From an optimization exercise on the open Yosys and OpenROAD flow, aimed at small area and a short achievable clock period; shortcuts taken in it are not production practice.
Where RTL was checked, it was by simulation tests only, not by an equivalence proof against the original.
For run 6, only the layout was checked, not whether the RTL still works.
Power and IR drop assume default switching activity.

$ cat design/flow/design.v
module ALU(
        input               clk,
        input  logic [7:0]  number1,number2,
        input  logic [0:3]  opcode,
        output logic [15:0] resultant
    );
reg [2:0] pre_r, pre_q;
always @(*) begin
    if (number2 >= 8'd8) begin
        pre_q = 3'd0;
        pre_r = number1[7:5];
    end else begin
        case ({number2[2:0], number1[7:5]})
            6'd0: begin pre_q = 3'd7; pre_r = 3'd0; end
            6'd1: begin pre_q = 3'd7; pre_r = 3'd1; end
            6'd2: begin pre_q = 3'd7; pre_r = 3'd2; end
            6'd3: begin pre_q = 3'd7; pre_r = 3'd3; end
            6'd4: begin pre_q = 3'd7; pre_r = 3'd4; end
            6'd5: begin pre_q = 3'd7; pre_r = 3'd5; end
            6'd6: begin pre_q = 3'd7; pre_r = 3'd6; end
            6'd7: begin pre_q = 3'd7; pre_r = 3'd7; end
            6'd8: begin pre_q = 3'd0; pre_r = 3'd0; end
            6'd9: begin pre_q = 3'd1; pre_r = 3'd0; end
            6'd10: begin pre_q = 3'd2; pre_r = 3'd0; end
            6'd11: begin pre_q = 3'd3; pre_r = 3'd0; end
            6'd12: begin pre_q = 3'd4; pre_r = 3'd0; end
            6'd13: begin pre_q = 3'd5; pre_r = 3'd0; end
            6'd14: begin pre_q = 3'd6; pre_r = 3'd0; end
            6'd15: begin pre_q = 3'd7; pre_r = 3'd0; end
            6'd16: begin pre_q = 3'd0; pre_r = 3'd0; end
            6'd17: begin pre_q = 3'd0; pre_r = 3'd1; end
            6'd18: begin pre_q = 3'd1; pre_r = 3'd0; end
            6'd19: begin pre_q = 3'd1; pre_r = 3'd1; end
            6'd20: begin pre_q = 3'd2; pre_r = 3'd0; end
            6'd21: begin pre_q = 3'd2; pre_r = 3'd1; end
            6'd22: begin pre_q = 3'd3; pre_r = 3'd0; end
            6'd23: begin pre_q = 3'd3; pre_r = 3'd1; end
            6'd24: begin pre_q = 3'd0; pre_r = 3'd0; end
            6'd25: begin pre_q = 3'd0; pre_r = 3'd1; end
            6'd26: begin pre_q = 3'd0; pre_r = 3'd2; end
            6'd27: begin pre_q = 3'd1; pre_r = 3'd0; end
            6'd28: begin pre_q = 3'd1; pre_r = 3'd1; end
            6'd29: begin pre_q = 3'd1; pre_r = 3'd2; end
            6'd30: begin pre_q = 3'd2; pre_r = 3'd0; end
            6'd31: begin pre_q = 3'd2; pre_r = 3'd1; end
            6'd32: begin pre_q = 3'd0; pre_r = 3'd0; end
            6'd33: begin pre_q = 3'd0; pre_r = 3'd1; end
            6'd34: begin pre_q = 3'd0; pre_r = 3'd2; end
            6'd35: begin pre_q = 3'd0; pre_r = 3'd3; end
            6'd36: begin pre_q = 3'd1; pre_r = 3'd0; end
            6'd37: begin pre_q = 3'd1; pre_r = 3'd1; end
            6'd38: begin pre_q = 3'd1; pre_r = 3'd2; end
            6'd39: begin pre_q = 3'd1; pre_r = 3'd3; end
            6'd40: begin pre_q = 3'd0; pre_r = 3'd0; end
            6'd41: begin pre_q = 3'd0; pre_r = 3'd1; end
            6'd42: begin pre_q = 3'd0; pre_r = 3'd2; end
            6'd43: begin pre_q = 3'd0; pre_r = 3'd3; end
            6'd44: begin pre_q = 3'd0; pre_r = 3'd4; end
            6'd45: begin pre_q = 3'd1; pre_r = 3'd0; end
            6'd46: begin pre_q = 3'd1; pre_r = 3'd1; end
            6'd47: begin pre_q = 3'd1; pre_r = 3'd2; end
            6'd48: begin pre_q = 3'd0; pre_r = 3'd0; end
            6'd49: begin pre_q = 3'd0; pre_r = 3'd1; end
            6'd50: begin pre_q = 3'd0; pre_r = 3'd2; end
            6'd51: begin pre_q = 3'd0; pre_r = 3'd3; end
            6'd52: begin pre_q = 3'd0; pre_r = 3'd4; end
            6'd53: begin pre_q = 3'd0; pre_r = 3'd5; end
            6'd54: begin pre_q = 3'd1; pre_r = 3'd0; end
            6'd55: begin pre_q = 3'd1; pre_r = 3'd1; end
            6'd56: begin pre_q = 3'd0; pre_r = 3'd0; end
            6'd57: begin pre_q = 3'd0; pre_r = 3'd1; end
            6'd58: begin pre_q = 3'd0; pre_r = 3'd2; end
            6'd59: begin pre_q = 3'd0; pre_r = 3'd3; end
            6'd60: begin pre_q = 3'd0; pre_r = 3'd4; end
            6'd61: begin pre_q = 3'd0; pre_r = 3'd5; end
            6'd62: begin pre_q = 3'd0; pre_r = 3'd6; end
            6'd63: begin pre_q = 3'd1; pre_r = 3'd0; end
            default: begin pre_q = 3'd0; pre_r = 3'd0; end
        endcase
    end
end
reg [7:0] a, b;
reg [3:0] op;
reg [2:0] r_pre, q_pre;
always @(posedge clk) begin
    a  <= number1;
    b  <= number2;
    op <= opcode;
    r_pre <= pre_r;
    q_pre <= pre_q;
end
wire        sub = (op == 1);
wire [7:0]  bx = b ^ {8{sub}};
wire [8:0]  ac;
wire [8:0]  addsub;
assign ac[0] = sub;
genvar k;
generate for (k = 0; k < 8; k = k + 1) begin : add
    assign addsub[k] = a[k] ^ bx[k] ^ ac[k];
    assign ac[k+1] = (a[k] & bx[k]) | (a[k] & ac[k]) | (bx[k] & ac[k]);
end endgenerate
assign addsub[8] = ac[8];
wire [15:0] prod;
mul8 u_mul (.a(a), .b(b), .p(prod));
wire [7:0] q;
wire [7:0] rem;
wire [9:0] b3 = {2'b00, b} + {1'b0, b, 1'b0};
wire [3:0] x3 = {r_pre, a[4:4]};
wire [3:0] r3;
wire [9:0] m1_3 = {2'b00, b};
wire [4:0] d1_3 = {1'b0, x3} - {1'b0, m1_3[3:0]};
wire ge1_3 = ~d1_3[4] & (b < 9'd16);
wire [0:0] qd3 = ge1_3;
assign r3 = ge1_3 ? d1_3[3:0] : x3;
wire [4:0] x4 = {r3, a[3:3]};
wire [4:0] r4;
wire [9:0] m1_4 = {2'b00, b};
wire [5:0] d1_4 = {1'b0, x4} - {1'b0, m1_4[4:0]};
wire ge1_4 = ~d1_4[5] & (b < 9'd32);
wire [0:0] qd4 = ge1_4;
assign r4 = ge1_4 ? d1_4[4:0] : x4;
wire [5:0] x5 = {r4, a[2:2]};
wire [5:0] r5;
wire [9:0] m1_5 = {2'b00, b};
wire [6:0] d1_5 = {1'b0, x5} - {1'b0, m1_5[5:0]};
wire ge1_5 = ~d1_5[6] & (b < 9'd64);
wire [0:0] qd5 = ge1_5;
assign r5 = ge1_5 ? d1_5[5:0] : x5;
wire [6:0] x6 = {r5, a[1:1]};
wire [6:0] r6;
wire [9:0] m1_6 = {2'b00, b};
wire [7:0] d1_6 = {1'b0, x6} - {1'b0, m1_6[6:0]};
wire ge1_6 = ~d1_6[7] & (b < 9'd128);
wire [0:0] qd6 = ge1_6;
assign r6 = ge1_6 ? d1_6[6:0] : x6;
wire [7:0] x7 = {r6, a[0:0]};
wire [7:0] r7;
wire [9:0] m1_7 = {2'b00, b};
wire [8:0] d1_7 = {1'b0, x7} - {1'b0, m1_7[7:0]};
wire ge1_7 = ~d1_7[8];
wire [0:0] qd7 = ge1_7;
assign r7 = ge1_7 ? d1_7[7:0] : x7;
assign q = {q_pre, qd3, qd4, qd5, qd6, qd7};
assign rem = r7;
wire bz = (b == 8'd0);
always @(posedge clk) begin
    case (op)
        4'd0:    resultant <= {7'd0, addsub[8], addsub[7:0]};
        4'd1:    resultant <= {{8{~addsub[8]}}, addsub[7:0]};
        4'd2:    resultant <= prod;
        4'd3:    resultant <= {{8{bz}}, q};
        4'd4:    resultant <= {8'd0, rem};
        default: resultant <= resultant;
    endcase
end
endmodule
module mul8(input [7:0] a, input [7:0] b, output [15:0] p);
wire [63:0] pp;
ppgen u_pp (.a(a), .b(b), .pp(pp));
wire s0, c0;
fa1 u_ha0 (.x(pp[6]), .y(pp[13]), .z(1'b1), .s(s0), .c(c0));
wire s1, c1;
fa1 u_fa1 (.x(pp[7]), .y(pp[14]), .z(pp[21]), .s(s1), .c(c1));
wire s2, c2;
fa1 u_ha2 (.x(pp[28]), .y(pp[35]), .z(1'b1), .s(s2), .c(c2));
wire s3, c3;
fa1 u_fa3 (.x(pp[15]), .y(pp[22]), .z(pp[29]), .s(s3), .c(c3));
wire s4, c4;
fa1 u_ha4 (.x(pp[36]), .y(pp[43]), .z(1'b1), .s(s4), .c(c4));
wire s5, c5;
fa1 u_fa5 (.x(pp[23]), .y(pp[30]), .z(pp[37]), .s(s5), .c(c5));
wire s6, c6;
fa1 u_ha6 (.x(pp[4]), .y(pp[11]), .z(1'b1), .s(s6), .c(c6));
wire s7, c7;
fa1 u_fa7 (.x(pp[5]), .y(pp[12]), .z(pp[19]), .s(s7), .c(c7));
wire s8, c8;
fa1 u_ha8 (.x(pp[26]), .y(pp[33]), .z(1'b1), .s(s8), .c(c8));
wire s9, c9;
fa1 u_fa9 (.x(pp[20]), .y(pp[27]), .z(pp[34]), .s(s9), .c(c9));
wire s10, c10;
fa1 u_fa10 (.x(pp[41]), .y(pp[48]), .z(s0), .s(s10), .c(c10));
wire s11, c11;
fa1 u_fa11 (.x(pp[42]), .y(pp[49]), .z(pp[56]), .s(s11), .c(c11));
wire s12, c12;
fa1 u_fa12 (.x(s1), .y(s2), .z(c0), .s(s12), .c(c12));
wire s13, c13;
fa1 u_fa13 (.x(pp[50]), .y(pp[57]), .z(s3), .s(s13), .c(c13));
wire s14, c14;
fa1 u_fa14 (.x(s4), .y(c1), .z(c2), .s(s14), .c(c14));
wire s15, c15;
fa1 u_fa15 (.x(pp[44]), .y(pp[51]), .z(pp[58]), .s(s15), .c(c15));
wire s16, c16;
fa1 u_fa16 (.x(s5), .y(c3), .z(c4), .s(s16), .c(c16));
wire s17, c17;
fa1 u_fa17 (.x(pp[31]), .y(pp[38]), .z(pp[45]), .s(s17), .c(c17));
wire s18, c18;
fa1 u_fa18 (.x(pp[52]), .y(pp[59]), .z(c5), .s(s18), .c(c18));
wire s19, c19;
fa1 u_fa19 (.x(pp[39]), .y(pp[46]), .z(pp[53]), .s(s19), .c(c19));
wire s20, c20;
fa1 u_ha20 (.x(pp[3]), .y(pp[10]), .z(1'b1), .s(s20), .c(c20));
wire s21, c21;
fa1 u_fa21 (.x(pp[18]), .y(pp[25]), .z(pp[32]), .s(s21), .c(c21));
wire s22, c22;
fa1 u_fa22 (.x(pp[40]), .y(s7), .z(s8), .s(s22), .c(c22));
wire s23, c23;
fa1 u_fa23 (.x(s9), .y(s10), .z(c7), .s(s23), .c(c23));
wire s24, c24;
fa1 u_fa24 (.x(s11), .y(s12), .z(c9), .s(s24), .c(c24));
wire s25, c25;
fa1 u_fa25 (.x(s13), .y(s14), .z(c11), .s(s25), .c(c25));
wire s26, c26;
fa1 u_fa26 (.x(s15), .y(s16), .z(c13), .s(s26), .c(c26));
wire s27, c27;
fa1 u_fa27 (.x(s17), .y(s18), .z(c15), .s(s27), .c(c27));
wire s28, c28;
fa1 u_fa28 (.x(pp[60]), .y(s19), .z(c17), .s(s28), .c(c28));
wire s29, c29;
fa1 u_fa29 (.x(pp[47]), .y(pp[54]), .z(pp[61]), .s(s29), .c(c29));
wire s30, c30;
fa1 u_ha30 (.x(pp[2]), .y(pp[9]), .z(1'b1), .s(s30), .c(c30));
wire s31, c31;
fa1 u_fa31 (.x(pp[17]), .y(pp[24]), .z(s20), .s(s31), .c(c31));
wire s32, c32;
fa1 u_fa32 (.x(s6), .y(s21), .z(c20), .s(s32), .c(c32));
wire s33, c33;
fa1 u_fa33 (.x(c6), .y(s22), .z(c21), .s(s33), .c(c33));
wire s34, c34;
fa1 u_fa34 (.x(c8), .y(s23), .z(c22), .s(s34), .c(c34));
wire s35, c35;
fa1 u_fa35 (.x(c10), .y(s24), .z(c23), .s(s35), .c(c35));
wire s36, c36;
fa1 u_fa36 (.x(c12), .y(s25), .z(c24), .s(s36), .c(c36));
wire s37, c37;
fa1 u_fa37 (.x(c14), .y(s26), .z(c25), .s(s37), .c(c37));
wire s38, c38;
fa1 u_fa38 (.x(c16), .y(s27), .z(c26), .s(s38), .c(c38));
wire s39, c39;
fa1 u_fa39 (.x(c18), .y(s28), .z(c27), .s(s39), .c(c39));
wire s40, c40;
fa1 u_fa40 (.x(c19), .y(s29), .z(c28), .s(s40), .c(c40));
wire s41, c41;
fa1 u_fa41 (.x(pp[55]), .y(pp[62]), .z(c29), .s(s41), .c(c41));
wire [15:0] r0 = {1'b1, pp[63], s41, s40, s39, s38, s37, s36, s35, s34, s33, s32, s31, pp[16], pp[1], pp[0]};
wire [15:0] r1 = {1'b1, c41, c40, c39, c38, c37, c36, c35, c34, c33, c32, c31, c30, s30, pp[8], 1'b1};
wire [15:0] np;
wire [16:0] cc;
assign cc[0] = 1'b1;
genvar g;
generate for (g = 0; g < 16; g = g + 1) begin : cpa
  fa1 u_fa (.x(r0[g]), .y(r1[g]), .z(cc[g]), .s(np[g]), .c(cc[g+1]));
end endgenerate
assign p = ~np;
endmodule
module ppgen(input [7:0] a, input [7:0] b, output [63:0] pp);
genvar i, j;
generate for (i = 0; i < 8; i = i + 1) begin : row
    for (j = 0; j < 8; j = j + 1) begin : col
        nand1 u_nand (.x(a[j]), .y(b[i]), .z(pp[8*i+j]));
    end
end endgenerate
endmodule
module nand1(input x, input y, output z);
assign z = ~(x & y);
endmodule
module fa1(input x, input y, input z, output s, output c);
assign s = x ^ y ^ z;
assign c = (x & y) | (x & z) | (y & z);
endmodule
module han1(input x, input y, output s, output c);
assign s = ~(x ^ y);
assign c = x | y;
endmodule
module ha1(input x, input y, output s, output c);
assign s = x ^ y;
assign c = x & y;
endmodule
$ cat design/flow/flow/run.sh
#!/bin/bash
# The standard layout, with plain buf_2 cells as the port buffers.
# The whole make output goes to standard.log in the work folder.
bash standard.sh BUFFER_PORTS_ARGS="-buffer_cell sky130_fd_sc_hd__buf_2" finish > standard.log 2>&1
$ cat design/flow/standard.sh
#!/bin/bash
# synth_recipe.tcl (not shown) runs the flow's synth.tcl, then flattens the netlist and writes it again
# the make line also repeats each setting of config.mk as NAME=value (left out here)
make -C /OpenROAD-flow-scripts/flow DESIGN_CONFIG=/design/flow/config.mk WORK_HOME=/design/flow/orfs CLKGATE_MAP_FILE= SYNTH_SCRIPT=/design/flow/synth_recipe.tcl "${@:-finish}"
$ cat design/flow/config.mk
export PLATFORM = sky130hd
export DESIGN_NAME = ALU
export DESIGN_NICKNAME = ALU
export VERILOG_FILES = /design/flow/design.v
export SDC_FILE = /design/flow/constraint.sdc
export NUM_CORES = 4
export LEC_CHECK = 0
export ABC_AREA = 1
export CAP_MARGIN = 20
export CORE_MARGIN = 2
export CORE_UTILIZATION = 60
export CTS_BUF_LIST = sky130_fd_sc_hd__clkbuf_4 sky130_fd_sc_hd__clkbuf_8
export SLEW_MARGIN = 20
export SYNTH_HIERARCHICAL = 1
export SYNTH_MINIMUM_KEEP_SIZE = 0
$ cat design/flow/constraint.sdc
create_clock -name core_clock -period 38.0 [get_ports {clk}]
set_input_delay 7.6000 -clock core_clock [delete_from_list [all_inputs] [get_ports {clk}]]
set_output_delay 7.6000 -clock core_clock [all_outputs]
set_load 0.01 [all_outputs]
==> reports/qor.yml, run 1 <==
timing:
  clock_skew_ns: 0.0118
  worst_pin_slew_ns: 1.07
  fin_setup_tns_ns: 0
  min_period_ns: 8.44
  fin_ws_ns: 29.56
  fmax_mhz: 119
  slew_headroom: 0.287
  setup_violations: 0
  rsz0062_at_grt: "false"
  finalHoldViolCount: 0
  drv_slew: 0
  fin_crit_sh: 0.222
worst_setup_path:
  end_kind: "primary output"
  reg2reg_slack_ns: 30.18
  critPathLaunchType: "flop"
  path_buf_inv: 1
  cp_cell_sequence: "buf_2"
  endpoint: "resultant[4]"
  cpLargestDelayFamily: "flip-flops"
  crit_slowest_cell: "edfxtp_1"
  rr_startpoint: "b[0]"
  crit_path_start: "resultant[4]"
  timing.rr.end: "resultant[15]"
  cp_data_required_time_ns: 30.40
  path_depth: 1
  crit_fanout: 1
  max_stage_delay_ns: 0.39
  worst-r2r-cell-count: 19
  critPathKind: "flop to primary output"
  cp_data_arrival_time_ns: 0.84
drt:
  avgRoutedWirePerCell_um: 15.4
  routed_wl_um: 12100
  avgViaCountPerCell: 5.68
  first_pass_iters: 5
  ant_nets: 0
  dr_total_vias: 4453
  drt_iter0_markers: 233
  drc: 0
synth:
  synth_seq_cells: 42
  yosysTopAreaCell: "fa_1"
  syn_inst: 630
  synth_cell_types: 45
  synth_area_leaders: "fa_1, nand2_1, dfxtp_1, edfxtp_1, ha_1"
  avgSynthCellArea_um2: 8.16
  ys_warn_count: 7
  synth_top_area_share: 0.273
  synthesis.area_mm2: 0.00514
  seq_area_frac_synth: 0.195
place:
  io_buffer_count: 36
  place_area_mm2: 0.00546
  dp.cells: 776
  dp_hpwl_um: 9460
  finalWeightedCongestion: 0.897
  place_ws_ns: 29.31
die:
  coreArea_mm2: 0.00826
  boundaryPins: 37
  start_util: 0.623
  dieArea_mm2: 0.00933
  row_count: 33
  fp.dieH_um: 96.6
  die_x_um: 96.6
cells_and_area:
  area_growth_pct: 7.93
  fin_nets: 804
  fin_area_mm2: 0.00555
  drive_above_1_share: 0.113
  antennaDiodeCount: 0
  fin_cells: 784
  utilization: 0.672
global_routing:
  grt.overflow.total: 0
  antenna_found_initial: 0
  grt_pass1_vias: 4402
  grt_max_degree: 17
  grt_util_all_layers: 0.283
  grt_pass1_wl_um: 20100
clock_tree:
  htreeDepth: 2
  post_cts_buffers: 0
  clock_sinks: 42
  postCtsResizedCells: 0
  cts_root_buf: "clkbuf_8"
  numCtsBuffers: 5
  cts_tree: "done"
  clockBufferDepth: 2
  hold_buffers: 0
  clock_latency_ns: 0.30
  path_clk_slew_ns: 0.09
power:
  power_leakage_nw: 2.65
  ir_drop_v: 0.0000234
  powerDensity_mw_per_mm2: 36.3
outcome:
  status: "timing/DRC/antenna clean"
hold_path:
  hold_class: "flop to flop"
job:
  maxCapViolations: 0
## final cells by class
class | count | area, um2
tap | 105 | 131
fill | 728 | 2710
sequential | 42 | 1000
clock inverter | 2 | 10.0
multi-input combinational | 501 | 3800
inverter | 91 | 343
timing repair buffer | 37 | 188
clock buffer | 6 | 76.3
## sequential cells by signal, summed over array words and instances, names as in the netlist
signal and flops:
a 8, b 8, op 4, q_pre 3, r_pre 3, resultant 16
## layer usage
layer  wire length (um)  track usage  vias up
met5                  0            0        -
met3                610       0.0349       24
met2               6290        0.528      142
met4                302       0.0974        0
li1                   -            -     2108
met1               4870        0.334     2179
## synth_stat cells (all sizes together)
master,count
nand2,199
inv,90
fa,70
nand3,48
ha,35
a21oi,29
dfxtp,26
nor2,25
edfxtp,16
o21ai,15
xor2,12
nand4,11
xnor2,9
a31oi,5
buf,4
nand3b,4
nor3,4
or2,4
a221oi,3
o211ai,3
a21o,2
a22oi,2
clkbuf,2
o2111ai,2
o22ai,2
a2111oi,1
a211oi,1
a41oi,1
and2,1
clkinv,1
conb,1
nor4,1
o2bb2ai,1
## modules after synthesis, one instance, submodules excluded, a selection
module | cells inside | copies in the design
fa1 | 1 | 58
ALU | 491 | 1
mul8 | 17 | 1
nand1 | 1 | 64
## per-stage QoR
step	power, mW	hold slack (ns)
6_report	0.202	0.707
3_3_place_gp	0.169	0.697
2_1_floorplan	0.148	0.586
4_1_cts	0.203	0.697
5_1_grt	0.225	0.737
3_5_place_dp	0.175	0.690
## layout by cell type, fill, tap and decap left out, types with 12 or more instances in the layout
master    count
ha_1         35
a21oi_1      24
nand2_1     192
xor2_1       12
nor2_1       23
dfxtp_1      26
fa_1         70
inv_1        87
edfxtp_1     16
nand3_1      42
buf_2        36
## logic make-up (layout without fill, tap and decap cells)
family | count (synthesis) | after routing | share of synthesized area
adders and majority gates | 105 | 105 | 0.358
AOI/OAI and AO/OA | 67 | 67 | 0.0818
other | 1 | 11 | 0.000729
xor gates and xnor gates | 21 | 21 | 0.0358
buffers and inverters | 97 | 136 | 0.0735
DFF | 42 | 42 | 0.195
and+or+nand+nor | 297 | 297 | 0.256
## how the worst min path moves through the flow
stage | startpoint | end | cells past startpoint
4_1_cts | q_pre[0] | resultant[5] | 2
3_3_place_gp | q_pre[0] | resultant[5] | 2
6_report | q_pre[0] | resultant[5] | 2
2_1_floorplan | q_pre[0] | resultant[5] | 2
3_5_place_dp | q_pre[0] | resultant[5] | 2
5_1_grt | q_pre[2] | resultant[7] | 2
## power by group
group	switching, mW	internal (mW)	leakage, nW
clock network	0.0151	0.0135	0.0484
registers	0.00435	0.0510	0.363
logic	0.0677	0.0500	2.24
total	0.0871	0.115	2.65
==> inputs of run 2 (changes only) <==
--- a/design/flow/config.mk
+++ b/design/flow/config.mk
@@ -10,5 +10,7 @@
 export CORE_MARGIN = 2
 export CORE_UTILIZATION = 60
-export CTS_BUF_LIST = sky130_fd_sc_hd__clkbuf_4 sky130_fd_sc_hd__clkbuf_8
+export CTS_BUF_LIST = sky130_fd_sc_hd__clkbuf_8
+export CTS_CLUSTER_DIAMETER = 200
+export CTS_CLUSTER_SIZE = 40
 export SLEW_MARGIN = 20
 export SYNTH_HIERARCHICAL = 1
==> reports/qor.yml, run 2 <==
outcome:
  status: "timing/DRC/antenna clean"  # unchanged
synth:
  synthAdderAreaFrac: 0.358  # unchanged
  synth_compound_area_frac: 0.0818  # unchanged
  seq_area_frac_synth: 0.195  # unchanged
  synthXorXnorAreaFrac: 0.0358  # unchanged
  synth-main-ff-cell: "dfxtp_1"  # unchanged
  synthMuxAreaShare: 0  # unchanged
  synth_top_area_share: 0.273  # unchanged
  ys_warn_count: 7  # unchanged
  syn_inst: 630  # unchanged
  avgSynthCellArea_um2: 8.16  # unchanged
  synth_edf_count: 16  # unchanged
  async_flop_share: 0  # unchanged
  synth_area_leaders: "fa_1, nand2_1, dfxtp_1, edfxtp_1, ha_1"  # unchanged
  synthesis.area_mm2: 0.00514  # unchanged
  synthMostInstantiatedCell: "nand2_1"  # unchanged
  synth_cell_types: 45  # unchanged
  synthTopCellsByCount: "nand2_1, inv_1, fa_1"  # unchanged
  synth_top_family_by_area: "adder cells"  # unchanged
  synth_seq_cells: 42  # unchanged
  yosysTopAreaCell: "fa_1"  # unchanged
  synth_simple_gate_area_share: 0.256  # unchanged
worst_setup_path:
  reg2reg_slack_ns: 30.17  # was 30.18 ns
  critPathKind: "flop to primary output"  # unchanged
  end_kind: "primary output"  # unchanged
  path_buf_inv: 1  # unchanged
  timing.rr.end: "resultant[15]"  # unchanged
  rr_startpoint: "b[0]"  # unchanged
  crit_fanout: 1  # unchanged
  cp_data_required_time_ns: 30.40  # about the same
  cpLargestDelayFamily: "flip-flops"  # unchanged
  crit_slowest_cell: "edfxtp_1"  # unchanged
  path_depth: 1  # unchanged
  max_stage_delay_ns: 0.39  # about the same
  worst-r2r-cell-count: 19  # unchanged
  cp_data_arrival_time_ns: 0.84  # about the same
  critPathLaunchType: "flop"  # unchanged
  cp_cell_sequence: "buf_2"  # unchanged
cells_and_area:
  antennaDiodeCount: 0  # unchanged
  layout_common_cells: "nand2_1, inv_1, fa_1"  # unchanged
  fin_nets: 804  # unchanged
  largest-register: "resultant"  # unchanged
  area_growth_pct: 7.86  # was 7.93%
  fin_cells: 784  # unchanged
  num-fill-cells: 730  # was 728
  utilization: 0.672  # about the same
  final_common_cell: "nand2_1"  # unchanged
  drive_above_1_share: 0.112  # was 0.113
  largest_reg_flops: 16  # unchanged
  top_regs: "resultant (16), a (8), b (8)"  # unchanged
power:
  swShare: 0.434  # was 0.432
  powerDensity_mw_per_mm2: 36.2  # was 36.3 mW/mm2
  intPower_uw: 113  # was 115 uW
  p_clk_frac: 0.138  # was 0.141
  power_leakage_nw: 2.65  # about the same
  p_comb_frac: 0.585  # was 0.584
  p_seq_frac: 0.276  # was 0.275
  total_power_uw: 201  # was 202 uW
  p_sw_uw: 87.1  # about the same
  ir_drop_v: 0.0000233  # was 0.0000234 V
job:
  maxCapViolations: 0  # unchanged
die:
  die_x_um: 96.6  # unchanged
  row_count: 33  # unchanged
  coreArea_mm2: 0.00826  # unchanged
  boundaryPins: 37  # unchanged
  dieArea_mm2: 0.00933  # unchanged
  start_util: 0.623  # unchanged
  fp.dieH_um: 96.6  # unchanged
timing:
  fin_crit_sh: 0.222  # about the same
  worst_pin_slew_ns: 1.07  # about the same
  slew_headroom: 0.283  # was 0.287
  fin_setup_tns_ns: 0  # unchanged
  setup_violations: 0  # unchanged
  rsz0062_at_grt: "false"  # unchanged
  min_period_ns: 8.44  # about the same
  clock_skew_ns: 0.0122  # was 0.0118 ns
  drv_slew: 0  # unchanged
  fmax_mhz: 118  # was 119 MHz
  finalHoldViolCount: 0  # unchanged
  timing.hold.ws_ns: 0.700  # was 0.707 ns
drt:
  routed_wl_um: 12000  # was 12100 um
  first_pass_iters: 5  # unchanged
  avgViaCountPerCell: 5.65  # was 5.68
  drc: 0  # unchanged
  dr_total_vias: 4429  # was 4453
  drt_iter0_markers: 248  # was 233
  avgRoutedWirePerCell_um: 15.3  # was 15.4 um
  ant_nets: 0  # unchanged
clock_tree:
  postCtsResizedCells: 0  # unchanged
  numCtsBuffers: 5  # unchanged
  cts_tree: "done"  # unchanged
  htreeDepth: 2  # unchanged
  clockBufferDepth: 2  # unchanged
  hold_buffers: 0  # unchanged
  post_cts_buffers: 0  # unchanged
  clock_latency_ns: 0.30  # about the same
  clock_sinks: 42  # unchanged
  path_clk_slew_ns: 0.09  # about the same
  cts_root_buf: "clkbuf_8"  # unchanged
place:
  dp.cells: 776  # unchanged
  finalWeightedCongestion: 0.897  # unchanged
  io_buffer_count: 36  # unchanged
  dp_hpwl_um: 9460  # unchanged
hold_path:
  whs_endpoint: "resultant[5]"  # unchanged
  worstHoldPathCells: 2  # unchanged
  worstHoldStart: "q_pre[0]"  # unchanged
  hold_class: "flop to flop"  # unchanged
global_routing:
  grt_pass1_vias: 4398  # was 4402
  grt.overflow.total: 0  # unchanged
  antenna_found_initial: 0  # unchanged
  grt_pass1_wl_um: 20000  # was 20100 um
  grt_util_all_layers: 0.283  # about the same
  grt_max_degree: 17  # unchanged
run 2: cell count changes in the layout (fill, tap and decap cells not counted), sizes merged:
cell,change
inv,+1
clkbuf,-1
run 2: cell families after synthesis:
| group | Yosys count |
|---|---|
| adders and majority gates | 105 |
| AOI/OAI and AO/OA | 67 |
| buffers and inverters | 97 |
| DFF | 42 |
| other | 1 |
| and+or+nand+nor | 297 |
| xor gates and xnor gates | 21 |
run 2: routing by layer:
layer,vias to the layer above,GRT usage,wire (um)
met1,2182,0.334,4960
met4,0,0.0974,314
li1,2105,-,-
met3,23,0.0349,496
met5,-,0,0
met2,119,0.527,6240
run 2: how the worst max path moves through the flow:
stage	startpoint	end	slack, ns
2_1_floorplan	number2[0]	q_pre[0]	29.57
3_3_place_gp	number2[4]	r_pre[0]	29.34
3_5_place_dp	number1[5]	r_pre[0]	29.31
4_1_cts	resultant[4]	resultant[4]	29.55
5_1_grt	number1[5]	r_pre[0]	29.48
6_report	resultant[4]	resultant[4]	29.56
run 2: per-module statistics from Yosys (local to each module, per instance), excerpt:
module  cells  cell area [um2]  times used
mul8       17             63.8           1
fa1         1             20.0          58
nand1       1             3.75          64
ALU       491             3680           1
run 2: per-stage QoR:
| step | cell area, um2 | setup WS, ns |
|---|---|---|
| final | 5550 | 29.56 |
| after global routing | 5550 | 29.48 |
| after CTS | 5550 | 29.55 |
| after detailed placement | 5460 | 29.31 |
| after global placement | 5460 | 29.34 |
| after floorplan | 5180 | 29.57 |
run 2: power groups by stage:
stage	Combinational (mW)	Clock, mW	Sequential (mW)
CTS	0.119	0.0280	0.0554
floorplan	0.0915	0	0.0560
detailed placement	0.118	0	0.0564
global placement	0.113	0	0.0563
finish	0.117	0.0278	0.0554
global route	0.138	0.0301	0.0560
run 2: cell type report:
| type | count | area [um2] | area share |
|---|---|---|---|
| clock inverter | 3 | 13.8 | 0.00248 |
| sequential | 42 | 1000 | 0.180 |
| inverter | 91 | 343 | 0.0618 |
| multi-input combinational | 501 | 3800 | 0.685 |
| clock buffer | 5 | 68.8 | 0.0124 |
| tap | 105 | 131 | 0.0237 |
| timing repair buffer | 37 | 188 | 0.0338 |
run 2: worst min-delay path, stage by stage, from the launching register on:
cell      delay, ns
dfxtp_1        0.35
a221oi_1       0.11
a21oi_2        0.13
==> inputs of run 3 (changes only) <==
--- a/design/flow/config.mk
+++ b/design/flow/config.mk
@@ -11,6 +11,4 @@
 export CORE_UTILIZATION = 60
 export CTS_BUF_LIST = sky130_fd_sc_hd__clkbuf_8
-export CTS_CLUSTER_DIAMETER = 200
-export CTS_CLUSTER_SIZE = 40
 export SLEW_MARGIN = 20
 export SYNTH_HIERARCHICAL = 1
==> reports/qor.yml, run 3 <==
clock_tree:
  path_clk_slew_ns: 0.09  # about the same
  clock_latency_ns: 0.30  # about the same
  postCtsResizedCells: 0  # unchanged
  clockBufferDepth: 2  # unchanged
  cts_root_buf: "clkbuf_8"  # unchanged
  post_cts_buffers: 0  # unchanged
  clock_sinks: 42  # unchanged
  hold_buffers: 0  # unchanged
  cts_tree: "done"  # unchanged
  numCtsBuffers: 5  # unchanged
  htreeDepth: 2  # unchanged
place:
  dp_hpwl_um: 9460  # unchanged
  place_ws_ns: 29.31  # unchanged
  io_buffer_count: 36  # unchanged
  finalWeightedCongestion: 0.897  # unchanged
job:
  maxCapViolations: 0  # unchanged
drt:
  ant_nets: 0  # unchanged
  drt_iter0_markers: 248  # unchanged
  routed_wl_um: 12000  # unchanged
  drc: 0  # unchanged
  avgRoutedWirePerCell_um: 15.3  # unchanged
  avgViaCountPerCell: 5.65  # unchanged
  dr_total_vias: 4429  # unchanged
  first_pass_iters: 5  # unchanged
cells_and_area:
  drive_above_1_share: 0.112  # unchanged
  multi_input_area_mm2: 0.00380  # unchanged
  largest-register: "resultant"  # unchanged
  largest_reg_flops: 16  # unchanged
  fin_nets: 804  # unchanged
  area_growth_pct: 7.86  # unchanged
  antennaDiodeCount: 0  # unchanged
  regArea_mm2: 0.00100  # unchanged
  layout_common_cells: "nand2_1, inv_1, fa_1"  # unchanged
  top_regs: "resultant (16), a (8), b (8)"  # unchanged
  final_common_cell: "nand2_1"  # unchanged
  num-fill-cells: 730  # unchanged
timing:
  fin_setup_tns_ns: 0  # unchanged
  fin_crit_sh: 0.222  # unchanged
  fmax_mhz: 118  # unchanged
  worst_pin_slew_ns: 1.07  # unchanged
  finalHoldViolCount: 0  # unchanged
  slew_headroom: 0.283  # unchanged
  setup_violations: 0  # unchanged
  drv_slew: 0  # unchanged
  min_period_ns: 8.44  # unchanged
  rsz0062_at_grt: "false"  # unchanged
  clock_skew_ns: 0.0122  # unchanged
  fin_ws_ns: 29.56  # unchanged
global_routing:
  grt_util_all_layers: 0.283  # unchanged
  grt.overflow.total: 0  # unchanged
  grt_max_degree: 17  # unchanged
  grt_pass1_wl_um: 20000  # unchanged
  antenna_found_initial: 0  # unchanged
  grt_pass1_vias: 4398  # unchanged
synth:
  synth_seq_cells: 42  # unchanged
  avgSynthCellArea_um2: 8.16  # unchanged
  seq_area_frac_synth: 0.195  # unchanged
  async_flop_share: 0  # unchanged
  synthMostInstantiatedCell: "nand2_1"  # unchanged
  synth_area_leaders: "fa_1, nand2_1, dfxtp_1, edfxtp_1, ha_1"  # unchanged
  ys_warn_count: 7  # unchanged
  synthTopCellsByCount: "nand2_1, inv_1, fa_1"  # unchanged
  synth_top_area_share: 0.273  # unchanged
  yosysTopAreaCell: "fa_1"  # unchanged
  synth_cell_types: 45  # unchanged
  synthesis.area_mm2: 0.00514  # unchanged
  synth-main-ff-cell: "dfxtp_1"  # unchanged
  synth_edf_count: 16  # unchanged
  syn_inst: 630  # unchanged
worst_setup_path:
  critPathKind: "flop to primary output"  # unchanged
  cp_data_required_time_ns: 30.40  # about the same
  cp_data_arrival_time_ns: 0.84  # about the same
  crit_fanout: 1  # unchanged
  critPathLaunchType: "flop"  # unchanged
  end_kind: "primary output"  # unchanged
  rr_startpoint: "b[0]"  # unchanged
  max_stage_delay_ns: 0.39  # about the same
  path_buf_inv: 1  # unchanged
  crit_path_start: "resultant[4]"  # unchanged
  cp_cell_sequence: "buf_2"  # unchanged
  crit_slowest_cell: "edfxtp_1"  # unchanged
  cpLargestDelayFamily: "flip-flops"  # unchanged
die:
  start_util: 0.623  # unchanged
  die_x_um: 96.6  # unchanged
  dieArea_mm2: 0.00933  # unchanged
  row_count: 33  # unchanged
  boundaryPins: 37  # unchanged
  coreArea_mm2: 0.00826  # unchanged
  fp.dieH_um: 96.6  # unchanged
outcome:
  status: "timing/DRC/antenna clean"  # unchanged
hold_path:
  worstHoldStart: "q_pre[0]"  # unchanged
  hold_class: "flop to flop"  # unchanged
power:
  powerDensity_mw_per_mm2: 36.2  # unchanged
  ir_drop_v: 0.0000233  # unchanged
  power_leakage_nw: 2.65  # unchanged
[run 3: report_power, final]
part,internal [mW],total [mW],switching (mW)
Sequential,0.0510,0.0554,0.00440
Combinational,0.0499,0.117,0.0674
Clock,0.0125,0.0278,0.0153
[run 3: worst reg2reg max path: stages, from the launching register on]
cell and delay, ns:
dfxtp_1 0.75, nand2_1 0.15, fa_1 0.55, fa_1 0.44, fa_1 0.40, fa_1 0.42
fa_1 0.42, fa_1 0.43, fa_1 0.44, fa_1 0.44, fa_1 0.43, fa_1 0.43
fa_1 0.42, fa_1 0.43, fa_1 0.43, fa_1 0.43, fa_1 0.45, inv_1 0.06
nand2_1 0.05, nand3_1 0.12
[run 3: modules after synthesis, one instance, submodules excluded, excerpt]
module,area [um2],flip-flops and latches
ALU,3680,42
fa1,20.0,0
mul8,63.8,0
nand1,3.75,0
[run 3: metal layers]
| layer | vias up | global-route usage | wire length [um] |
|---|---|---|---|
| met4 | 0 | 0.0974 | 314 |
| met5 | - | 0 | 0 |
| met1 | 2182 | 0.334 | 4960 |
| met3 | 23 | 0.0349 | 496 |
| met2 | 119 | 0.527 | 6240 |
| li1 | 2105 | - | - |
[run 3: final cells by class]
class                   instances  share of cell area
multi-input cells             501               0.685
clock inverters                 3             0.00248
flip-flops and latches         42               0.180
inverters                      91              0.0618
well taps                     105              0.0237
clock buffers                   5              0.0124
repair buffers                 37              0.0338
[run 3: cell families after synthesis]
| kind of cell | count (synthesis) | synth area share |
|---|---|---|
| and+or+nand+nor | 297 | 0.256 |
| AOI/OAI and AO/OA | 67 | 0.0818 |
| DFF | 42 | 0.195 |
| adders and majority gates | 105 | 0.358 |
| other | 1 | 0.000729 |
| xor gates and xnor gates | 21 | 0.0358 |
| buffers and inverters | 97 | 0.0735 |
[run 3: worst paths after layout]
check	end	slack (ns)	cells after the start
min	resultant[5]	0.70	2
max	resultant[4]	29.56	1
min reg2reg	resultant[5]	0.70	2
max reg2reg	resultant[15]	30.17	19
[run 3: stage by stage]
stage | instances | hold slack [ns] | cell area (um2) | power (mW) | util
floorplan | 640 | 0.586 | 5180 | 0.148 | -
global placement | 776 | 0.697 | 5460 | 0.169 | 0.662
detailed placement | 776 | 0.690 | 5460 | 0.175 | 0.662
CTS | 784 | 0.698 | 5550 | 0.202 | 0.672
global route | 784 | 0.739 | 5550 | 0.224 | 0.672
finish | 784 | 0.700 | 5550 | 0.201 | 0.672
==> inputs of run 4 (changes only) <==
--- a/design/flow/config.mk
+++ b/design/flow/config.mk
@@ -6,5 +6,5 @@
 export NUM_CORES = 4
 export LEC_CHECK = 0
-export ABC_AREA = 1
+export ABC_AREA = 0
 export CAP_MARGIN = 20
 export CORE_MARGIN = 2
==> reports/qor.yml, run 4 <==
place:
  io_buffer_count: 36  # unchanged
  place_area_mm2: 0.00554  # was 0.00546 mm2
  dp.cells: 704  # was 776
  finalWeightedCongestion: 0.903  # was 0.897
  place_ws_ns: 28.77  # was 29.31 ns
  dp_hpwl_um: 10100  # was 9460 um
worst_setup_path:
  max_stage_delay_ns: 0.70  # was 0.39 ns
  critPathKind: "flop to flop"  # was flop to primary output
  crit_fanout: 14  # was 1
  end_kind: "flop"  # was primary output
  reg2reg_slack_ns: 28.52  # was 30.17 ns
  crit_slowest_cell: "dfxtp_1"  # was edfxtp_1
  cp_data_arrival_time_ns: 9.55  # was 0.84 ns
  cp_data_required_time_ns: 38.07  # was 30.40 ns
  critPathLaunchType: "flop"  # unchanged
clock_tree:
  post_cts_buffers: 0  # unchanged
  cts_tree: "done"  # unchanged
  postCtsResizedCells: 0  # unchanged
  numCtsBuffers: 5  # unchanged
  clockBufferDepth: 2  # unchanged
  cts_root_buf: "clkbuf_8"  # unchanged
  path_clk_slew_ns: 0.09  # about the same
  clock_sinks: 42  # unchanged
  htreeDepth: 2  # unchanged
  clock_latency_ns: 0.31  # was 0.30 ns
  hold_buffers: 0  # unchanged
outcome:
  status: "timing/DRC/antenna clean"  # unchanged
timing:
  drv_slew: 0  # unchanged
  fin_ws_ns: 28.52  # was 29.56 ns
  finalHoldViolCount: 0  # unchanged
  setup_violations: 0  # unchanged
  fmax_mhz: 106  # was 118 MHz
  slew_headroom: 0.285  # was 0.283
  clock_skew_ns: 0.0136  # was 0.0122 ns
  fin_setup_tns_ns: 0  # unchanged
  min_period_ns: 9.48  # was 8.44 ns
  rsz0062_at_grt: "false"  # unchanged
  fin_crit_sh: 0.249  # was 0.222
  worst_pin_slew_ns: 1.05  # was 1.07 ns
  timing.hold.ws_ns: 0.760  # was 0.700 ns
synth:
  synth_edf_count: 16  # unchanged
  synthTopCellsByCount: "nand2_1, fa_1, inv_1"  # was nand2_1, inv_1, fa_1
  avgSynthCellArea_um2: 9.34  # was 8.16 um2
  synth_top_area_share: 0.268  # was 0.273
  synthMostInstantiatedCell: "nand2_1"  # unchanged
  async_flop_share: 0  # unchanged
  synth_seq_cells: 42  # unchanged
  seq_area_frac_synth: 0.192  # was 0.195
  ys_warn_count: 7  # unchanged
  synthesis.area_mm2: 0.00522  # was 0.00514 mm2
  synth-main-ff-cell: "dfxtp_1"  # unchanged
  synth_area_leaders: "fa_1, dfxtp_1, edfxtp_1, ha_1, nand2_1"  # was fa_1, nand2_1, dfxtp_1, edfxtp_1, ha_1
  syn_inst: 559  # was 630
  synth_cell_types: 73  # was 45
  yosysTopAreaCell: "fa_1"  # unchanged
cells_and_area:
  regArea_mm2: 0.00100  # unchanged
  layout_common_cells: "nand2_1, fa_1, inv_1"  # was nand2_1, inv_1, fa_1
  antennaDiodeCount: 0  # unchanged
  largest-register: "resultant"  # unchanged
  fin_cells: 712  # was 784
  top_regs: "resultant (16), a (8), b (8)"  # unchanged
  fin_area_mm2: 0.00563  # was 0.00555 mm2
  area_growth_pct: 7.74  # was 7.86%
  multi_input_area_mm2: 0.00400  # was 0.00380 mm2
  fin_nets: 729  # was 804
  drive_above_1_share: 0.116  # was 0.112
  largest_reg_flops: 16  # unchanged
  utilization: 0.655  # was 0.672
  num-fill-cells: 732  # was 730
  final_common_cell: "nand2_1"  # unchanged
die:
  die_x_um: 97.3  # was 96.6 um
  dieArea_mm2: 0.00947  # was 0.00933 mm2
  start_util: 0.608  # was 0.623
  row_count: 34  # was 33
  fp.dieH_um: 97.3  # was 96.6 um
  coreArea_mm2: 0.00859  # was 0.00826 mm2
  boundaryPins: 37  # unchanged
power:
  power_leakage_nw: 2.40  # was 2.65 nW
  powerDensity_mw_per_mm2: 36.2  # about the same
  ir_drop_v: 0.0000252  # was 0.0000233 V
  total_power_uw: 204  # was 201 uW
drt:
  routed_wl_um: 12800  # was 12000 um
  drc: 0  # unchanged
  dr_total_vias: 4358  # was 4429
  first_pass_iters: 5  # unchanged
  ant_nets: 0  # unchanged
  drt_iter0_markers: 219  # was 248
  avgRoutedWirePerCell_um: 18.0  # was 15.3 um
  avgViaCountPerCell: 6.12  # was 5.65
global_routing:
  grt_pass1_wl_um: 21000  # was 20000 um
  grt.overflow.total: 0  # unchanged
  antenna_found_initial: 0  # unchanged
  grt_util_all_layers: 0.278  # was 0.283
  grt_pass1_vias: 4324  # was 4398
  grt_max_degree: 16  # was 17
hold_path:
  hold_class: "flop to flop"  # unchanged
job:
  maxCapViolations: 0  # unchanged
==> run 4: cell count changes after synthesis, sizes merged, moves of 10 or more <==
cell	before	now
inv	90	49
nand2	199	91
a21o	2	14
nand3	48	9
nand2b	0	10
==> run 4: final cells by class <==
type                       count  share of cell area
sequential                    42               0.178
multi-input combinational    463               0.711
timing repair buffer          41              0.0387
clock inverter                 3             0.00267
inverter                      50              0.0336
tap                          108              0.0240
clock buffer                   5              0.0122
==> run 4: power by group <==
part	total [mW]	switching (mW)	internal [mW]
sequential	0.0550	0.00466	0.0504
combinational	0.120	0.0665	0.0532
clock	0.0293	0.0166	0.0127
==> run 4: worst max-delay path: cells and delay by family (launching register included) <==
family                   cells  cell delay, ns
AO/OA/AOI/OAI               17            4.27
adder cells (fa/ha/maj)      5            1.98
buffers and inverters        3            0.67
flip-flops                   1            0.70
multiplexers                 2            0.74
AND/OR/NAND/NOR              4            0.89
==> run 4: logic make-up (layout without fill, tap and decap cells) <==
| group | count (synthesis) | in the layout | synth area share |
|---|---|---|---|
| AOI/OAI and AO/OA | 129 | 129 | 0.174 |
| adders and majority gates | 105 | 105 | 0.352 |
| and+or+nand+nor | 184 | 184 | 0.163 |
| muxes | 16 | 16 | 0.0359 |
| other | 1 | 11 | 0.000718 |
| DFF | 42 | 42 | 0.192 |
| buffers and inverters | 64 | 99 | 0.0520 |
| xor gates and xnor gates | 18 | 18 | 0.0302 |
==> run 4: per-module statistics from Yosys, one instance, submodules excluded, excerpt <==
module | cells inside | copies in the design | flops+latches
ALU | 420 | 1 | 42
mul8 | 17 | 1 | 0
nand1 | 1 | 64 | 0
fa1 | 1 | 58 | 0
==> run 4: path summary, 6_finish.rpt <==
kind | cells after the start | start | to
worst max-delay path | 31 | b[1] | resultant[4]
worst min-delay path | 3 | q_pre[0] | resultant[5]
worst max register to register | 31 | b[1] | resultant[4]
worst min register to register | 3 | q_pre[0] | resultant[5]
==> run 4: metal layers <==
metal,vias up,routed length (um),share of wire,track usage
li1,2016,-,-,-
met1,2127,5350,0.42,0.360
met2,179,6320,0.49,0.480
met3,36,740,0.058,0.0367
met4,0,389,0.030,0.103
met5,-,0,0,0
==> inputs of run 5 (changes only) <==
==> design/flow/flow/run.sh (replaced) <==
#!/bin/bash
# The standard layout, with plain buf_1 cells as the port buffers.
# The whole make output goes to standard.log in the work folder.
bash standard.sh BUFFER_PORTS_ARGS="-buffer_cell sky130_fd_sc_hd__buf_1" finish > standard.log 2>&1
--- a/design/flow/config.mk
+++ b/design/flow/config.mk
@@ -6,5 +6,5 @@
 export NUM_CORES = 4
 export LEC_CHECK = 0
-export ABC_AREA = 0
+export ABC_AREA = 1
 export CAP_MARGIN = 20
 export CORE_MARGIN = 2
==> reports/qor.yml, run 5 <==
worst_setup_path:
  cp_cell_sequence: "buf_1 -> inv_1 -> ha_1 -> o21ai_0 -> a22oi_1 -> o21ai_0"
  crit_fanout: 6  # was 14
  cp_data_required_time_ns: 38.20  # was 38.07 ns
  crit_slowest_cell: "ha_1"  # was dfxtp_1
  max_stage_delay_ns: 0.31  # was 0.70 ns
  critPathLaunchType: "input port"  # was flop
  cp_data_arrival_time_ns: 8.79  # was 9.55 ns
  critPathKind: "input port to flop"  # was flop to flop
  crit_top_cell: "o21ai_0"
  end_kind: "flop"  # unchanged
drt:
  first_pass_iters: 5  # unchanged
  dr_total_vias: 4308  # was 4358
  drc: 0  # unchanged
  wl_met2_um: 5920  # was 6320 um
  wl_met3_um: 513  # was 740 um
  avgViaCountPerCell: 5.49  # was 6.12
  met1Wirelength_um: 4970  # was 5350 um
  drt_iter0_markers: 175  # was 219
  ant_nets: 0  # unchanged
  avgRoutedWirePerCell_um: 15.0  # was 18.0 um
  routed_wl_um: 11800  # was 12800 um
  dr.max_layer_used: "met4"  # unchanged
synth:
  ys_warn_count: 7  # unchanged
  synthesis.area_mm2: 0.00514  # was 0.00522 mm2
  synth_edf_count: 16  # unchanged
  seq_area_frac_synth: 0.195  # was 0.192
  yosysTopAreaCell: "fa_1"  # unchanged
  synth_seq_cells: 42  # unchanged
  async_flop_share: 0  # unchanged
  synthMostInstantiatedCell: "nand2_1"  # unchanged
  synth-main-ff-cell: "dfxtp_1"  # unchanged
  synth_top_area_share: 0.273  # was 0.268
  synthTopCellsByCount: "nand2_1, inv_1, fa_1"  # was nand2_1, fa_1, inv_1
  avgSynthCellArea_um2: 8.16  # was 9.34 um2
  synth_area_leaders: "fa_1, nand2_1, dfxtp_1, edfxtp_1, ha_1"  # was fa_1, dfxtp_1, edfxtp_1, ha_1, nand2_1
  syn_inst: 630  # was 559
  synth_cell_types: 45  # was 73
clock_tree:
  clockBufferDepth: 2  # unchanged
  hold_buffers: 0  # unchanged
  numCtsBuffers: 5  # unchanged
  path_clk_slew_ns: 0.08  # was 0.09 ns
  clock_latency_ns: 0.30  # was 0.31 ns
  cts_tree: "done"  # unchanged
  postCtsResizedCells: 0  # unchanged
  post_cts_buffers: 0  # unchanged
  clock_sinks: 42  # unchanged
  htreeDepth: 2  # unchanged
  cts_root_buf: "clkbuf_8"  # unchanged
power:
  p_seq_frac: 0.281  # was 0.270
  p_comb_frac: 0.582  # was 0.587
  intPower_uw: 112  # was 116 uW
  ir_drop_v: 0.0000251  # was 0.0000252 V
  p_clk_frac: 0.138  # was 0.143
  swShare: 0.434  # was 0.430
  powerDensity_mw_per_mm2: 35.8  # was 36.2 mW/mm2
  p_sw_uw: 85.5  # was 87.7 uW
  power_leakage_nw: 2.56  # was 2.40 nW
die:
  die_x_um: 96.6  # was 97.3 um
  start_util: 0.623  # was 0.608
  boundaryPins: 37  # unchanged
  dieArea_mm2: 0.00933  # was 0.00947 mm2
  fp.dieH_um: 96.6  # was 97.3 um
  row_count: 33  # was 34
  coreArea_mm2: 0.00826  # was 0.00859 mm2
cells_and_area:
  fin_nets: 804  # was 729
  top_regs: "resultant (16), a (8), b (8)"  # unchanged
  largest-register: "resultant"  # unchanged
  area_growth_pct: 7.03  # was 7.74%
  fin_area_mm2: 0.00550  # was 0.00563 mm2
  final_common_cell: "nand2_1"  # unchanged
  layout_common_cells: "nand2_1, inv_1, fa_1"  # was nand2_1, fa_1, inv_1
  drive_above_1_share: 0.0604  # was 0.116
  largest_reg_flops: 16  # unchanged
  antennaDiodeCount: 0  # unchanged
hold_path:
  hold_class: "flop to flop"  # unchanged
timing:
  clock_skew_ns: 0.0107  # was 0.0136 ns
  min_period_ns: 8.59  # was 9.48 ns
  slew_headroom: 0.542  # was 0.285
  fin_setup_tns_ns: 0  # unchanged
  rsz0062_at_grt: "false"  # unchanged
  fin_crit_sh: 0.226  # was 0.249
  worst_pin_slew_ns: 0.685  # was 1.05 ns
  fmax_mhz: 116  # was 106 MHz
  setup_violations: 0  # unchanged
  drv_slew: 0  # unchanged
  finalHoldViolCount: 0  # unchanged
global_routing:
  grt.overflow.total: 0  # unchanged
  grt_pass1_wl_um: 19400  # was 21000 um
  grt_pass1_vias: 4331  # was 4324
  grt_util_all_layers: 0.276  # was 0.278
  grt_max_degree: 17  # was 16
  antenna_found_initial: 0  # unchanged
place:
  io_buffer_count: 36  # unchanged
  dp_hpwl_um: 9360  # was 10100 um
  finalWeightedCongestion: 0.891  # was 0.903
  place_area_mm2: 0.00542  # was 0.00554 mm2
job:
  maxCapViolations: 0  # unchanged
outcome:
  status: "timing/DRC/antenna clean"  # unchanged
## run 5: changes by cell type in the layout (fill, tap and decap cells not counted), sizes merged, moves of 6 or more
cell / before / now
o21a: 8 / 0
xor2: 5 / 12
a21o: 14 / 2
a211oi: 7 / 1
mux2: 7 / 0
nor2b: 7 / 0
o21ai: 21 / 15
mux2i: 9 / 0
nand2b: 10 / 0
nand4: 2 / 11
nand2: 91 / 199
inv: 50 / 91
nand3: 9 / 48
## run 5: through the flow
step | util | total power, mW | hold WS, ns | setup slack (ns) | instances
floorplan | - | 0.148 | 0.586 | 29.57 | 640
global placement | 0.656 | 0.168 | 0.698 | 29.24 | 776
detailed placement | 0.656 | 0.171 | 0.698 | 29.11 | 776
CTS | 0.666 | 0.199 | 0.704 | 29.42 | 784
global route | 0.667 | 0.220 | 0.735 | 29.20 | 784
finish | 0.667 | 0.197 | 0.704 | 29.41 | 784
## run 5: area by class of cell
class                           instances  area (um2)
Multi-Input combinational cell        501        3800
Fill cell                             706        2750
Sequential cell                        42        1000
Inverter                               91         343
Timing Repair Buffer                   37         143
Tap cell                              105         131
Clock buffer                            5        68.8
Clock inverter                          3        13.8
## run 5: cell families (layout without fill, tap and decap cells)
logic type               count (synthesis)  count (layout)  synth area share
AO/OA/AOI/OAI                           67              67            0.0818
XOR/XNOR                                21              21            0.0358
adder cells (fa/ha/maj)                105             105             0.358
buffers and inverters                   97             136            0.0735
flip-flops                              42              42             0.195
other                                    1              11          0.000729
AND/OR/NAND/NOR                        297             297             0.256
## run 5: per-module statistics from Yosys (local to each module, per instance), a selection
module | flops+latches | times used | cell area, um2
mul8 | 0 | 1 | 63.8
fa1 | 0 | 58 | 20.0
ALU | 42 | 1 | 3680
nand1 | 0 | 64 | 3.75
## run 5: power by group through the flow
stage               clock network [mW]  logic, mW  registers (mW)
CTS                             0.0278      0.116          0.0553
detailed placement                   0      0.114          0.0564
finish                          0.0271      0.115          0.0554
floorplan                            0     0.0915          0.0560
global placement                     0      0.112          0.0563
global route                    0.0297      0.135          0.0559
## run 5: final timing paths
kind	from	end	slack (ns)	cells past startpoint
max reg2reg	b[0]	resultant[15]	30.13	19
max	number1[5]	r_pre[0]	29.41	6
min reg2reg	q_pre[2]	resultant[7]	0.70	2
min	q_pre[2]	resultant[7]	0.70	2
## run 5: critical path: cells and delay by family
family                   cells  cell delay (ns)
AO/OA/AOI/OAI                3             0.51
buffers and inverters        2             0.37
adder cells (fa/ha/maj)      1             0.31
## run 5: layer usage
layer  global-route usage  vias up
met4                0.127        0
met1                0.335     2053
met3               0.0427       32
met2                0.481      118
met5                    0        -
li1                     -     2105
==> inputs of run 6 (changes only) <==
--- a/design/flow/design.v
+++ b/design/flow/design.v
@@ -109,5 +109,12 @@
 wire [3:0] r3;
 wire [9:0] m1_3 = {2'b00, b};
-wire [4:0] d1_3 = {1'b0, x3} - {1'b0, m1_3[3:0]};
+wire [4:0] c1_3;
+assign c1_3[0] = 1'b1;
+wire [3:0] y1_3 = ~m1_3[3:0];
+assign c1_3[1] = (x3[0] & y1_3[0]) | (x3[0] & c1_3[0]) | (y1_3[0] & c1_3[0]);
+assign c1_3[2] = (x3[1] & y1_3[1]) | (x3[1] & c1_3[1]) | (y1_3[1] & c1_3[1]);
+assign c1_3[3] = (x3[2] & y1_3[2]) | (x3[2] & c1_3[2]) | (y1_3[2] & c1_3[2]);
+assign c1_3[4] = (x3[3] & y1_3[3]) | (x3[3] & c1_3[3]) | (y1_3[3] & c1_3[3]);
+wire [4:0] d1_3 = {~c1_3[4], x3 ^ y1_3 ^ c1_3[3:0]};
 wire ge1_3 = ~d1_3[4] & (b < 9'd16);
 wire [0:0] qd3 = ge1_3;
@@ -146,9 +153,9 @@
 always @(posedge clk) begin
     case (op)
-        4'd0:    resultant <= {7'd0, addsub[8], addsub[7:0]};
-        4'd1:    resultant <= {{8{~addsub[8]}}, addsub[7:0]};
-        4'd2:    resultant <= prod;
-        4'd3:    resultant <= {{8{bz}}, q};
-        4'd4:    resultant <= {8'd0, rem};
+        0:       resultant <= {7'd0, addsub[8], addsub[7:0]};
+        1:       resultant <= {{8{~addsub[8]}}, addsub[7:0]};
+        2:       resultant <= prod;
+        3:       resultant <= {{8{bz}}, q};
+        4:       resultant <= {8'd0, rem};
         default: resultant <= resultant;
     endcase
==> design/flow/flow/run.sh (replaced) <==
#!/bin/bash
# The standard layout, with plain buf_2 cells as the port buffers.
# The whole make output goes to standard.log in the work folder.
bash standard.sh BUFFER_PORTS_ARGS="-buffer_cell sky130_fd_sc_hd__buf_2" finish > standard.log 2>&1
==> reports/qor.yml, run 6 <==
cells_and_area:
  top_regs: "resultant (16), a (8), b (8)"  # unchanged
  fin_cells: 784  # unchanged
  antennaDiodeCount: 0  # unchanged
  fin_nets: 803  # was 804
  final_common_cell: "nand2_1"  # unchanged
  area_growth_pct: 8.07  # was 7.03%
  largest_reg_flops: 16  # unchanged
  layout_common_cells: "nand2_1, inv_1, fa_1"  # unchanged
  largest-register: "resultant"  # unchanged
  drive_above_1_share: 0.118  # was 0.0604
power:
  intPower_uw: 113  # was 112 uW
  powerDensity_mw_per_mm2: 36.1  # was 35.8 mW/mm2
  p_comb_frac: 0.586  # was 0.582
  p_sw_uw: 88.6  # was 85.5 uW
  p_clk_frac: 0.139  # was 0.138
  p_seq_frac: 0.276  # was 0.281
  power_leakage_nw: 2.67  # was 2.56 nW
  ir_drop_v: 0.0000284  # was 0.0000251 V
  swShare: 0.439  # was 0.434
clock_tree:
  path_clk_slew_ns: 0.08  # about the same
  hold_buffers: 0  # unchanged
  clockBufferDepth: 2  # unchanged
  numCtsBuffers: 5  # unchanged
  cts_tree: "done"  # unchanged
  clock_sinks: 42  # unchanged
  postCtsResizedCells: 0  # unchanged
  clock_latency_ns: 0.30  # about the same
  htreeDepth: 2  # unchanged
  cts_root_buf: "clkbuf_8"  # unchanged
  post_cts_buffers: 0  # unchanged
worst_setup_path:
  crit_slowest_cell: "edfxtp_1"  # was ha_1
  cpLargestDelayFamily: "flip-flops"  # was compound AO/OA/AOI/OAI gates
  critPathLaunchType: "flop"  # was input port
  cp_data_arrival_time_ns: 0.82  # was 8.79 ns
  cp_data_required_time_ns: 30.40  # was 38.20 ns
  path_buf_inv: 1  # was 2
  end_kind: "primary output"  # was flop
  critPathKind: "flop to primary output"  # was input port to flop
  crit_fanout: 1  # was 6
  max_stage_delay_ns: 0.37  # was 0.31 ns
  cp_cell_sequence: "buf_2"  # was buf_1 -> inv_1 -> ha_1 -> o21ai_0 -> a22oi_1 -> o21ai_0
synth:
  synth_area_leaders: "fa_1, nand2_1, dfxtp_1, edfxtp_1, ha_1"  # unchanged
  synth_edf_count: 16  # unchanged
  avgSynthCellArea_um2: 8.24  # was 8.16 um2
  syn_inst: 628  # was 630
  yosysTopAreaCell: "fa_1"  # unchanged
  synth-main-ff-cell: "dfxtp_1"  # unchanged
  async_flop_share: 0  # unchanged
  seq_area_frac_synth: 0.193  # was 0.195
  synth_top_area_share: 0.278  # was 0.273
  synth_seq_cells: 42  # unchanged
  synthesis.area_mm2: 0.00518  # was 0.00514 mm2
  synth_cell_types: 45  # unchanged
  synthTopCellsByCount: "nand2_1, inv_1, fa_1"  # unchanged
  ys_warn_count: 7  # unchanged
  synthMostInstantiatedCell: "nand2_1"  # unchanged
hold_path:
  hold_class: "flop to flop"  # unchanged
timing:
  setup_violations: 0  # unchanged
  drv_slew: 0  # unchanged
  clock_skew_ns: 0.00721  # was 0.0107 ns
  slew_headroom: 0.519  # was 0.542
  min_period_ns: 8.42  # was 8.59 ns
  finalHoldViolCount: 0  # unchanged
  fmax_mhz: 119  # was 116 MHz
  fin_setup_tns_ns: 0  # unchanged
  fin_crit_sh: 0.222  # was 0.226
  worst_pin_slew_ns: 0.719  # was 0.685 ns
  rsz0062_at_grt: "false"  # unchanged
die:
  coreArea_mm2: 0.00830  # was 0.00826 mm2
  fp.dieH_um: 96.9  # was 96.6 um
  start_util: 0.624  # was 0.623
  die_x_um: 96.9  # was 96.6 um
  dieArea_mm2: 0.00939  # was 0.00933 mm2
  boundaryPins: 37  # unchanged
  row_count: 33  # unchanged
drt:
  dr_total_vias: 4362  # was 4308
  drt_iter0_markers: 250  # was 175
  routed_wl_um: 11900  # was 11800 um
  avgViaCountPerCell: 5.56  # was 5.49
  ant_nets: 0  # unchanged
  avgRoutedWirePerCell_um: 15.2  # was 15.0 um
  first_pass_iters: 7  # was 5
  drc: 0  # unchanged
job:
  maxCapViolations: 0  # unchanged
global_routing:
  grt_util_all_layers: 0.272  # was 0.276
  grt_max_degree: 17  # unchanged
  grt.overflow.total: 0  # unchanged
  grt_pass1_wl_um: 20700  # was 19400 um
  antenna_found_initial: 0  # unchanged
  grt_pass1_vias: 4434  # was 4331
place:
  finalWeightedCongestion: 0.955  # was 0.891
  dp_hpwl_um: 9700  # was 9360 um
  io_buffer_count: 36  # unchanged
  dp.cells: 776  # unchanged
outcome:
  status: "timing/DRC/antenna clean"  # unchanged
## run 6: cell count changes after synthesis, moves of 3 or more
cell	before	now
nand3_1	42	47
nand2_1	192	186
ha_1	35	32
a221oi_1	3	0
a31oi_1	5	2
nor2_1	23	20
o21ai_2	2	5
buf_4	3	0
inv_1	87	93
inv_2	3	6
a21oi_1	24	20
nand4_1	10	14
## run 6: power by group through the flow
stage,clock network [mW],registers (mW),logic [mW]
floorplan,0,0.0563,0.0925
global placement,0,0.0565,0.116
detailed placement,0,0.0566,0.119
CTS,0.0286,0.0556,0.119
global route,0.0305,0.0561,0.139
finish,0.0280,0.0556,0.118
## run 6: kinds of logic after synthesis
family	Yosys count	share of synthesized area
adder cells (fa/ha/maj)	104	0.356
AND/OR/NAND/NOR	301	0.270
XOR/XNOR	21	0.0355
flip-flops	42	0.193
buffers and inverters	102	0.0744
other	1	0.000724
AO/OA/AOI/OAI	57	0.0701
## run 6: Yosys stat by module, one instance, submodules excluded, excerpt
module  cell area (um2)  flip-flops and latches
fa1                20.0                       0
ALU                3710                      42
nand1              3.75                       0
mul8               63.8                       0
## run 6: layer usage
metal | routed length (um) | up-vias | global-route usage
met2 | 6060 | 150 | 0.473
met1 | 4890 | 2081 | 0.353
met4 | 301 | 0 | 0.0791
met5 | 0 | - | 0
met3 | 625 | 30 | 0.0412
li1 | - | 2101 | -
## run 6: layout make-up
| class | count | area [um2] |
|---|---|---|
| multi-input combinational | 494 | 3830 |
| fill | 694 | 2700 |
| sequential | 42 | 1000 |
| inverter | 99 | 372 |
| timing repair buffer | 36 | 180 |
| tap | 105 | 131 |
| clock buffer | 5 | 68.8 |
| clock inverter | 3 | 13.8 |
## run 6: through the flow
stage	utilization	setup WS, ns	instance area, um2	hold slack, ns	power [mW]
after floorplan	-	29.62	5220	0.499	0.149
after global placement	0.664	29.39	5510	0.637	0.172
after detailed placement	0.664	29.32	5510	0.631	0.175
after CTS	0.674	29.57	5600	0.651	0.203
after global routing	0.674	29.23	5600	0.656	0.226
final	0.674	29.58	5600	0.658	0.202
## run 6: final timing paths
check | startpoint | to | slack, ns | cells after the start
max reg2reg | b[1] | resultant[6] | 29.84 | 41
min reg2reg | q_pre[1] | resultant[6] | 0.66 | 2
max | resultant[3] | resultant[3] | 29.58 | 1
min | q_pre[1] | resultant[6] | 0.66 | 2

-- separate check: timing with driven ports --
How much do the figures lean on ideal ports? The routed layouts below were timed once more, with nothing changed but the port constraints. Step 1, drivers: a clkbuf_16 drives clk and a buf_2 each remaining input, both assumed. Step 2, shift: input delay + t, output delay - t, t = (earliest + latest rising clock arrival at the registers) / 2. This alone moves slack from input paths to output paths. Three values: no drivers, after step 1, after step 2; two values: the first two.
run	t (ns)	setup slack, ns	slew at the worst register clock pin (ns)
run 1	0.326	29.563 / 29.531 / 29.303	0.09 / 0.09
run 2	0.328	29.560 / 29.528 / 29.277	0.09 / 0.09
run 3	0.328	29.560 / 29.528 / 29.277	0.09 / 0.09
run 4	0.331	28.522 / 28.522 / 28.522	0.09 / 0.09
run 5	0.327	29.414 / 29.422 / 29.096	0.08 / 0.08
run 6	0.328	29.581 / 29.550 / 29.336	0.08 / 0.08
After both steps every run listed still meets setup and hold. For run 5, which loses most, drivers alone change the setup slack by +0.008 ns; drivers and shift together by -0.318 ns.
